This is an optimization exercise on Yosys and OpenROAD, whose aim is small area, not a production implementation.
In this exercise RTL edits were held to simulation tests only and were not proved equivalent to the original.
The flow treats the clock pin as an ideal source, which a real chip does not have.
Power is estimated from default activity; no workload was simulated.

==> flow/design.v (excerpt) <==
module hft(
  input  clk,
  input  rst_n,
  input  rx,
  output tx
);
Size: about 200 cells after synthesis, roughly 36 flip-flops, roughly 4 I/O pins.
==> module hft, before the edit <==
module hft(
  input  clk,
  input  rst_n,
  input  rx,
  output tx
);
  localparam [7:0] RP      = 8'b10101010;
  localparam [7:0] K_START = 8'he6;     
  localparam [7:0] T_RX    = 8'he2;     
  localparam [7:0] T_TX    = 8'haa;     
  reg [3:0] rph;
  reg [7:0] rq;
  wire [7:0] r = rq ^ RP;
  wire rterm = ({r[7:6], r[4:0]} == {T_RX[7:6], T_RX[4:0]});
  wire ridle = (rph == 4'd0);
  wire [2:0] ridx = rph[2:0];
  wire samp = rph[3] && rterm;               
  wire bev  = (rph == 4'd2) && rterm;        
  always @(posedge clk) begin
    rq <= (ridle ? K_START : {r[6:0], r[7] ^ r[4]}) ^ RP;
    if (!rst_n) begin
      rph <= 4'd0;
    end else begin
      case (rph)
        4'd0: if (!rx) rph <= 4'd1;
        4'd1: if (rterm) rph <= rx ? 4'd0 : 4'd8;
        4'd2: if (rterm) rph <= 4'd3;
        4'd3: rph <= 4'd0;
        4'd15: if (rterm) rph <= 4'd2;
        default: if (rterm) rph <= {1'b1, ridx[2] ^ (ridx[1] & ridx[0]), ridx[1] ^ ridx[0], ~ridx[0]};
      endcase
    end
  end
  reg [2:0] pg;
  reg [1:0] ps;
  reg       ok;         
  reg       gt, lt;     
  reg       buy;        
  wire g0 = ~pg[2] & ~pg[0];
  wire chk_start = g0 & ps[0];
  wire chk_addr  = g0 & ~ps[0];
  wire chk_stop  = pg[2] & ~pg[1];
  wire exp_bit   = chk_start ? ridx[2] : chk_stop ? ~ridx[2] : 1'b0;
  wire vol       = pg[2] & pg[1];
  wire kbit      = ridx[0] & ~ridx[2];       
  wire accept    = bev && chk_stop && ok;
  always @(posedge clk) begin
    if (ridle && chk_start) ok <= 1'b1;
    else if (samp && (g0 || chk_stop) && (rx != exp_bit)) ok <= 1'b0;
    if (samp && vol) begin
      case (ps)
        2'b00: begin                         
          if (rx != kbit) begin gt <= rx; lt <= ~rx; end
          else if (ridx == 3'd0) begin gt <= 1'b0; lt <= 1'b0; end
        end
        2'b01: if (rx) begin gt <= 1'b1; lt <= 1'b0; end    
        default: if (rx && !lt) gt <= 1'b1;                 
      endcase
    end
    if (bev && pg == 3'b111 && ps == 2'b10) buy <= gt;
    if (!rst_n) begin
      pg <= 3'b000;
      ps <= 2'b11;
    end else if (bev) begin
      if (chk_start) begin
        if (ok) ps <= 2'b10;
      end else if (chk_stop) begin
        pg <= 3'b000;
        ps <= 2'b11;
      end else begin
        ps <= {ps[0], ~ps[1]};
        if (ps == 2'b10) pg <= {pg[1:0], ~pg[2]};
      end
    end
  end
  reg [3:0] tph;
  reg [2:0] tby;
  reg [7:0] t;
  wire tterm = ({t[7:2], t[0]} == {T_TX[7:2], T_TX[0]});
  wire tidle = (tph == 4'd0);
  wire tgap  = (tph == 4'd6);
  reg dbit;
  always @(*) begin
    case ({tby, tph[2:0]})
      {3'd0, 3'd7}: dbit = 1'b1;
      {3'd2, 3'd0}: dbit = gt & ~buy;
      {3'd2, 3'd1}: dbit = buy;
      {3'd3, 3'd0}: dbit = 1'b1;
      {3'd7, 3'd0}: dbit = 1'b1;
      default:      dbit = 1'b0;
    endcase
  end
  assign tx = tph[3] ? dbit : (tph != 4'd7);
  always @(posedge clk) begin
    t <= {t[6:0], tidle ? r[0] : (t[7] ^ (t[4] & ~tgap))};
    if (!rst_n) begin
      tph <= 4'd0;
    end else if (accept) begin
      tph <= 4'd5;
      tby <= 3'd0;
    end else if (tterm) begin
      case (tph)
        4'd0: ;
        4'd1: begin
          tph <= (tby == 3'd7) ? 4'd0 : 4'd6;
          tby <= {tby[2] ^ (tby[1] & tby[0]), tby[1] ^ tby[0], ~tby[0]};
        end
        4'd5, 4'd6: tph <= 4'd7;
        4'd7: tph <= 4'd8;
        4'd15: tph <= 4'd1;
        default: tph <= {1'b1, tph[2] ^ (tph[1] & tph[0]), tph[1] ^ tph[0], ~tph[0]};
      endcase
    end
  end
endmodule
Settings: LEC_CHECK=0, CAP_MARGIN=20, CORE_MARGIN=2, CORE_UTILIZATION=40, SLEW_MARGIN=20; clock period 10.0 ns.
run.sh (not shown) runs the stock make flow with config.mk's settings and CLKGATE_MAP_FILE= SYNTH_SCRIPT=/design/flow/synth_recipe.tcl, a recipe that flattens the netlist after the stock synthesis.
Edit:
--- a/flow/design.v
+++ b/flow/design.v
@@ -2,24 +2,22 @@
   input  clk,
   input  rst_n,
   input  rx,
   output tx
 );
-  localparam [7:0] RP      = 8'b10101010;
-  localparam [7:0] K_START = 8'he6;     
-  localparam [7:0] T_RX    = 8'he2;     
-  localparam [7:0] T_TX    = 8'haa;     
+  localparam [7:0] K_START = 8'd214;    
+  localparam [7:0] K_LEAD  = 8'd58;     
+  localparam [7:0] K_GAP   = 8'd182;    
   reg [3:0] rph;
-  reg [7:0] rq;
-  wire [7:0] r = rq ^ RP;
-  wire rterm = ({r[7:6], r[4:0]} == {T_RX[7:6], T_RX[4:0]});
+  reg [7:0] rcnt;
+  wire rterm = ({rcnt[7:6], rcnt[3:0]} == 6'b011100);
   wire ridle = (rph == 4'd0);
   wire [2:0] ridx = rph[2:0];
   wire samp = rph[3] && rterm;               
   wire bev  = (rph == 4'd2) && rterm;        
   always @(posedge clk) begin
-    rq <= (ridle ? K_START : {r[6:0], r[7] ^ r[4]}) ^ RP;
+    rcnt <= ridle ? K_START : {rcnt[6:0], rcnt[7] ^ rcnt[4]};
     if (!rst_n) begin
       rph <= 4'd0;
     end else begin
       case (rph)
         4'd0: if (!rx) rph <= 4'd1;
@@ -73,14 +71,12 @@
       end
     end
   end
   reg [3:0] tph;
   reg [2:0] tby;
-  reg [7:0] t;
-  wire tterm = ({t[7:2], t[0]} == {T_TX[7:2], T_TX[0]});
-  wire tidle = (tph == 4'd0);
-  wire tgap  = (tph == 4'd6);
+  reg [7:0] tcnt;
+  wire tterm = ({tcnt[7:6], tcnt[3:0]} == 6'b011100);
   reg dbit;
   always @(*) begin
     case ({tby, tph[2:0]})
       {3'd0, 3'd7}: dbit = 1'b1;
       {3'd2, 3'd0}: dbit = gt & ~buy;
@@ -90,24 +86,26 @@
       default:      dbit = 1'b0;
     endcase
   end
   assign tx = tph[3] ? dbit : (tph != 4'd7);
   always @(posedge clk) begin
-    t <= {t[6:0], tidle ? r[0] : (t[7] ^ (t[4] & ~tgap))};
+    if (accept) tcnt <= K_LEAD;
+    else if (tph == 4'd1 && tterm) tcnt <= K_GAP;
+    else tcnt <= {tcnt[6:0], tcnt[7] ^ tcnt[4]};
     if (!rst_n) begin
       tph <= 4'd0;
     end else if (accept) begin
-      tph <= 4'd5;
+      tph <= 4'd6;
       tby <= 3'd0;
     end else if (tterm) begin
       case (tph)
         4'd0: ;
         4'd1: begin
           tph <= (tby == 3'd7) ? 4'd0 : 4'd6;
           tby <= {tby[2] ^ (tby[1] & tby[0]), tby[1] ^ tby[0], ~tby[0]};
         end
-        4'd5, 4'd6: tph <= 4'd7;
+        4'd6: tph <= 4'd7;
         4'd7: tph <= 4'd8;
         4'd15: tph <= 4'd1;
         default: tph <= {1'b1, tph[2] ^ (tph[1] & tph[0]), tph[1] ^ tph[0], ~tph[0]};
       endcase
     end
Outcome: Power shrinks by about 5.5%; area after synthesis stays flat; setup slack improves by 0.15 ns; global-route usage stays flat; clock power came out lower by about 8%.


Another version of the RTL of hft (not shown whole).
Size: about 150 cells after synthesis, ~4 I/O pins, about 1400 sq um of cells after synthesis.
==> module hft, before the edit <==
module hft(
  input  clk,
  input  rst_n,
  input  rx,
  output tx
);
  localparam [7:0] RP      = 8'b10101010;
  localparam [7:0] K_START = 8'he6;     
  localparam [7:0] T_RX    = 8'he2;     
  localparam [7:0] T_TX    = 8'haa;     
  reg [3:0] rph;
  reg [7:0] rq;
  wire [7:0] r = rq ^ RP;
  wire rterm = ({r[7:6], r[4:0]} == {T_RX[7:6], T_RX[4:0]});
  wire ridle = (rph == 4'd0);
  wire [2:0] ridx = rph[2:0];
  wire samp = rph[3] && rterm;               
  wire bev  = (rph == 4'd2) && rterm;        
  always @(posedge clk) begin
    rq <= (ridle ? K_START : {r[6:0], r[7] ^ r[4]}) ^ RP;
    if (!rst_n) begin
      rph <= 4'd0;
    end else begin
      case (rph)
        4'd0: if (!rx) rph <= 4'd1;
        4'd1: if (rterm) rph <= rx ? 4'd0 : 4'd8;
        4'd2: if (rterm) rph <= 4'd3;
        4'd3: rph <= 4'd0;
        4'd15: if (rterm) rph <= 4'd2;
        default: if (rterm) rph <= {1'b1, ridx[2] ^ (ridx[1] & ridx[0]), ridx[1] ^ ridx[0], ~ridx[0]};
      endcase
    end
  end
  reg [2:0] pg;
  reg [1:0] ps;
  reg       ok;         
  reg       gt, lt;     
  wire g0 = ~pg[2] & ~pg[0];
  wire chk_start = g0 & ps[0];
  wire chk_addr  = g0 & ~ps[0];
  wire chk_stop  = pg[2] & ~pg[1];
  wire exp_bit   = chk_start ? ridx[2] : chk_stop ? ~ridx[2] : 1'b0;
  wire vol       = pg[2] & pg[1];
  wire kbit      = ridx[0] & ~ridx[2];       
  wire accept    = bev && chk_stop && ok;
  always @(posedge clk) begin
    if (ridle && chk_start) ok <= 1'b1;
    else if (samp && (g0 || chk_stop) && (rx != exp_bit)) ok <= 1'b0;
    if (bev && pg == 3'b011 && ps == 2'b10) begin
      gt <= 1'b0;
      lt <= 1'b0;
    end else if (bev && pg == 3'b111 && ps == 2'b10) begin
      lt <= gt;
    end else if (samp && vol && !(gt && lt)) begin
      case (ps)
        2'b00: if (rx != kbit) begin gt <= rx; lt <= ~rx; end   
        2'b01: if (rx) begin gt <= 1'b1; lt <= 1'b0; end    
        default: if (rx && !lt) gt <= 1'b1;                 
      endcase
    end
    if (!rst_n) begin
      pg <= 3'b000;
      ps <= 2'b11;
    end else if (bev) begin
      if (chk_start) begin
        if (ok) ps <= 2'b10;
      end else if (chk_stop) begin
        pg <= 3'b000;
        ps <= 2'b11;
      end else begin
        ps <= {ps[0], ~ps[1]};
        if (ps == 2'b10) pg <= {pg[1:0], ~pg[2]};
      end
    end
  end
  localparam [3:0] IDLE = 4'd15;
  localparam [3:0] PRE = 4'd0;
  localparam [3:0] START = 4'd1;
  localparam [3:0] D0 = 4'd2;
  localparam [3:0] D1 = 4'd3;
  localparam [3:0] D2 = 4'd4;
  localparam [3:0] D3 = 4'd5;
  localparam [3:0] D4 = 4'd6;
  localparam [3:0] D5 = 4'd7;
  localparam [3:0] D6 = 4'd8;
  localparam [3:0] D7 = 4'd9;
  localparam [3:0] STOP = 4'd10;
  reg [3:0] tph;
  reg [2:0] tby;
  reg [7:0] t;
  wire tterm = ({t[7:2], t[0]} == {T_TX[7:2], T_TX[0]});
  wire tidle = (tph == IDLE);
  wire tgap  = (tph == PRE) && (tby != 3'd0);
  reg dbit;
  always @(*) begin
    dbit = 1'b0;
    case (tph)
      START: dbit = 1'b0;
      D0: dbit = (tby == 3'd2) ? (gt & ~lt) : (tby[1:0] == 2'b11);
      D1: dbit = (tby == 3'd2) & gt & lt;
      D7: dbit = (tby == 3'd0);
      D2, D3, D4, D5, D6: dbit = 1'b0;
      default: dbit = 1'b1;
    endcase
  end
  assign tx = dbit;
  wire tinc = tterm && (tph == STOP);
  always @(posedge clk)
    tby <= accept ? 3'd0 : tby ^ {tinc & tby[1] & tby[0], tinc & tby[0], tinc};
  always @(posedge clk) begin
    t <= {t[6:0], tidle ? r[0] : (t[7] ^ (t[4] & ~tgap))};
    if (!rst_n) begin
      tph <= IDLE;
    end else if (accept) begin
      tph <= PRE;
    end else if (tterm) begin
      case (tph)
        IDLE: ;
        STOP: begin
          tph <= (tby == 3'd7) ? IDLE : PRE;
        end
        PRE: tph <= START;
        START: tph <= D0;
        D7: tph <= STOP;
        D0: tph <= D1;
        D1: tph <= D2;
        D2: tph <= D3;
        D3: tph <= D4;
        D4: tph <= D5;
        D5: tph <= D6;
        D6: tph <= D7;
        default: ;
      endcase
    end
  end
endmodule
export LEC_CHECK = 0
export CAP_MARGIN = 20
export CORE_MARGIN = 2
export CORE_UTILIZATION = 40
export SLEW_MARGIN = 20
create_clock -name core_clock -period 10.0 [get_ports {clk}]
standard.sh (not shown) runs the stock make flow with config.mk's settings and CLKGATE_MAP_FILE= SYNTH_SCRIPT=/design/flow/synth_recipe.tcl, a recipe that flattens the netlist after the stock synthesis.
==> flow/flow/run.sh <==
#!/bin/bash
# Own layout flow: the standard synthesis, then the combinational logic of
# its netlist is re-mapped by ABC for area (registers, their names and cell
# types untouched), then the standard layout steps from the synthesized
# netlist on.
set -euo pipefail
W=$PWD
R=$W/orfs/results/sky130hd/hft/base
LIB=$FLOW_HOME/platforms/sky130hd/lib/sky130_fd_sc_hd__tt_025C_1v80.lib

bash standard.sh synth > standard_synth.log 2>&1

cp $R/1_2_yosys.v $W/std_synth_netlist.v

# Re-map with ABC (deepsyn then area mapping) from four random seeds in
# parallel; each result is checked against the standard netlist (flip-flops
# cut into ports, then a SAT proof) and the smallest that passes is used.
remap() {
  local S=$1
  printf 'strash\ndc2\n&get -n\n&deepsyn -T 20 -S %s\n&put\n&get -n\n&dch -f\n&nf -a -R 1000\n&put\n' $S > $W/area_$S.abc
  cat > $W/remap_$S.ys <<EOS
read_liberty -ignore_miss_func $LIB
setattr -mod -set keep_hierarchy 1 sky130_fd_sc_hd__dfxtp_1 sky130_fd_sc_hd__edfxtp_1
read_verilog $W/std_synth_netlist.v
hierarchy -top hft
flatten
rename -hide w:*.*
opt_clean
abc -script $W/area_$S.abc -liberty $LIB $(cat $W/flow/dontuse.txt)
opt_clean
hilomap -singleton -hicell sky130_fd_sc_hd__conb_1 HI -locell sky130_fd_sc_hd__conb_1 LO
setattr -mod -set blackbox 1 sky130_fd_sc_hd__*
tee -o $W/remap_stat_$S.log stat -liberty $LIB
write_verilog -noattr -nohex -nodec $W/remap_netlist_$S.v
EOS
  yosys -l $W/remap_$S.log -s $W/remap_$S.ys > /dev/null 2>&1 || return 0
  python3 $W/flow/cut.py $W/remap_netlist_$S.v $W/cec_b_$S.v
  if yosys -l $W/cec_$S.log -p "read_liberty -ignore_miss_func $LIB; read_verilog $W/cec_a.v; rename hft gold; read_verilog $W/cec_b_$S.v; rename hft gate; miter -equiv -flatten -make_assert gold gate miter; hierarchy -top miter; flatten; opt -fast; sat -verify -prove-asserts miter" > /dev/null 2>&1; then
    echo "$(grep 'Chip area' $W/remap_stat_$S.log | awk '{print $NF}') $S" >> $W/remap_ok.log
  fi
}
python3 $W/flow/cut.py $W/std_synth_netlist.v $W/cec_a.v
: > $W/remap_ok.log
for S in 1 2 3 4; do remap $S & done
wait
BEST=$(sort -n $W/remap_ok.log | head -1 | awk '{print $2}')
if [[ -n "$BEST" ]]; then
  cp $W/remap_netlist_$BEST.v $R/1_2_yosys.v
  echo "remapped netlist from seed $BEST used" > $W/cec_result.log
else
  echo "no remapped netlist passed the check: standard netlist kept" > $W/cec_result.log
fi
rm -f $R/1_synth.odb $R/1_synth.sdc

# Port buffers as in the standard flow, but the smallest buffer cell.
export BUFFER_PORTS_ARGS="-buffer_cell sky130_fd_sc_hd__buf_1"
bash standard.sh place > standard_place.log 2>&1

# Clock tree by hand (flow/clkins.tcl): a root buffer and two or more
# clkbuf_8 leaves; the CTS step then finds no net to buffer.
cat > $W/clkins_run.tcl <<EOS
read_db $R/3_place.odb
read_liberty $LIB
read_sdc $R/3_place.sdc
source $FLOW_HOME/platforms/sky130hd/setRC.tcl
source $W/flow/clkins.tcl
clk_insert sky130_fd_sc_hd__clkbuf_1 sky130_fd_sc_hd__clkbuf_8 \$::env(NBUF)
detailed_placement
set_propagated_clock [all_clocks]
estimate_parasitics -placement
set mx 0
foreach p [get_pins -hierarchical */CLK] { set s [get_property \$p slew_max]; if {\$s > \$mx} {set mx \$s} }
puts "MAXCLKSLEW \$mx"
if {\$mx <= 0.118} { write_db $R/3_place_clk.odb }
EOS
for nb in 2 3 4; do
  NBUF=$nb openroad -no_init -exit $W/clkins_run.tcl > $W/clkins_$nb.log 2>&1
  if [[ -f $R/3_place_clk.odb ]]; then break; fi
done
mv $R/3_place_clk.odb $R/3_place.odb

export CTS_ARGS="-clk_nets clk -repair_clock_nets -dont_use_dummy_load -buf_list sky130_fd_sc_hd__clkbuf_8"
bash standard.sh finish > standard_finish.log 2>&1
Other scripts of this flow, unchanged in this note and not shown: flow/flow/clkins.tcl, flow/flow/cut.py, flow/flow/dontuse.txt
Change:
--- a/flow/design.v
+++ b/flow/design.v
@@ -32,35 +32,35 @@
     end
   end
   reg [2:0] pg;
   reg [1:0] ps;
   reg       ok;         
   reg       gt, lt;     
+  reg       buy;        
   wire g0 = ~pg[2] & ~pg[0];
   wire chk_start = g0 & ps[0];
   wire chk_addr  = g0 & ~ps[0];
   wire chk_stop  = pg[2] & ~pg[1];
   wire exp_bit   = chk_start ? ridx[2] : chk_stop ? ~ridx[2] : 1'b0;
   wire vol       = pg[2] & pg[1];
   wire kbit      = ridx[0] & ~ridx[2];       
   wire accept    = bev && chk_stop && ok;
   always @(posedge clk) begin
     if (ridle && chk_start) ok <= 1'b1;
     else if (samp && (g0 || chk_stop) && (rx != exp_bit)) ok <= 1'b0;
-    if (bev && pg == 3'b011 && ps == 2'b10) begin
-      gt <= 1'b0;
-      lt <= 1'b0;
-    end else if (bev && pg == 3'b111 && ps == 2'b10) begin
-      lt <= gt;
-    end else if (samp && vol && !(gt && lt)) begin
+    if (samp && vol) begin
       case (ps)
-        2'b00: if (rx != kbit) begin gt <= rx; lt <= ~rx; end   
+        2'b00: begin                         
+          if (rx != kbit) begin gt <= rx; lt <= ~rx; end
+          else if (ridx == 3'd0) begin gt <= 1'b0; lt <= 1'b0; end
+        end
         2'b01: if (rx) begin gt <= 1'b1; lt <= 1'b0; end    
         default: if (rx && !lt) gt <= 1'b1;                 
       endcase
     end
+    if (bev && pg == 3'b111 && ps == 2'b10) buy <= gt;
     if (!rst_n) begin
       pg <= 3'b000;
       ps <= 2'b11;
     end else if (bev) begin
       if (chk_start) begin
         if (ok) ps <= 2'b10;
@@ -93,14 +93,14 @@
   wire tgap  = (tph == PRE) && (tby != 3'd0);
   reg dbit;
   always @(*) begin
     dbit = 1'b0;
     case (tph)
       START: dbit = 1'b0;
-      D0: dbit = (tby == 3'd2) ? (gt & ~lt) : (tby[1:0] == 2'b11);
-      D1: dbit = (tby == 3'd2) & gt & lt;
+      D0: dbit = (tby == 3'd2) ? (gt & ~buy) : (tby[1:0] == 2'b11);
+      D1: dbit = (tby == 3'd2) & buy;
       D7: dbit = (tby == 3'd0);
       D2, D3, D4, D5, D6: dbit = 1'b0;
       default: dbit = 1'b1;
     endcase
   end
   assign tx = dbit;
The new run finished with timing, DRC and antenna clean. Cell area increases by 3.0%. Global-route usage decreases by 0.70 points. First-iteration DRC count decreases by 52%. Total power increases by 3.8%. Worst hold slack improved by 0.0039 ns.

separate check: timing with driven ports:
How much do the figures lean on ideal ports? The routed layouts below were timed once more, with nothing changed but the port constraints.
Step 1: set_driving_cell puts a clkbuf_16 on clk and a buf_2 on each other input, an assumption about the parent block.
Step 2, shift: input delay + t, output delay - t, t = (earliest + latest rising clock arrival at the registers) / 2. This alone moves slack from input paths to output paths.
a / b / c = ideal / step 1 / step 2; a / b = the first two.
run | t, ns | slack for setup (ns) | worst setup path after step 2 | worst register clock-pin slew, ns
the first run of note 1 | 0.306 | 5.701 / 5.675 / 5.981 | register to output | 0.07 / 0.07
the second run of note 1 | 0.302 | 5.846 / 5.821 / 6.123 | register to output | 0.07 / 0.07
the first run of note 2 | 0.410 | 6.378 / 6.356 / 6.766 | register to output | 0.10 / 0.10
the second run of note 2 | 0.391 | 6.507 / 6.486 / 6.868 | input to register | 0.11 / 0.11
After both steps setup and hold are still met in every run listed.
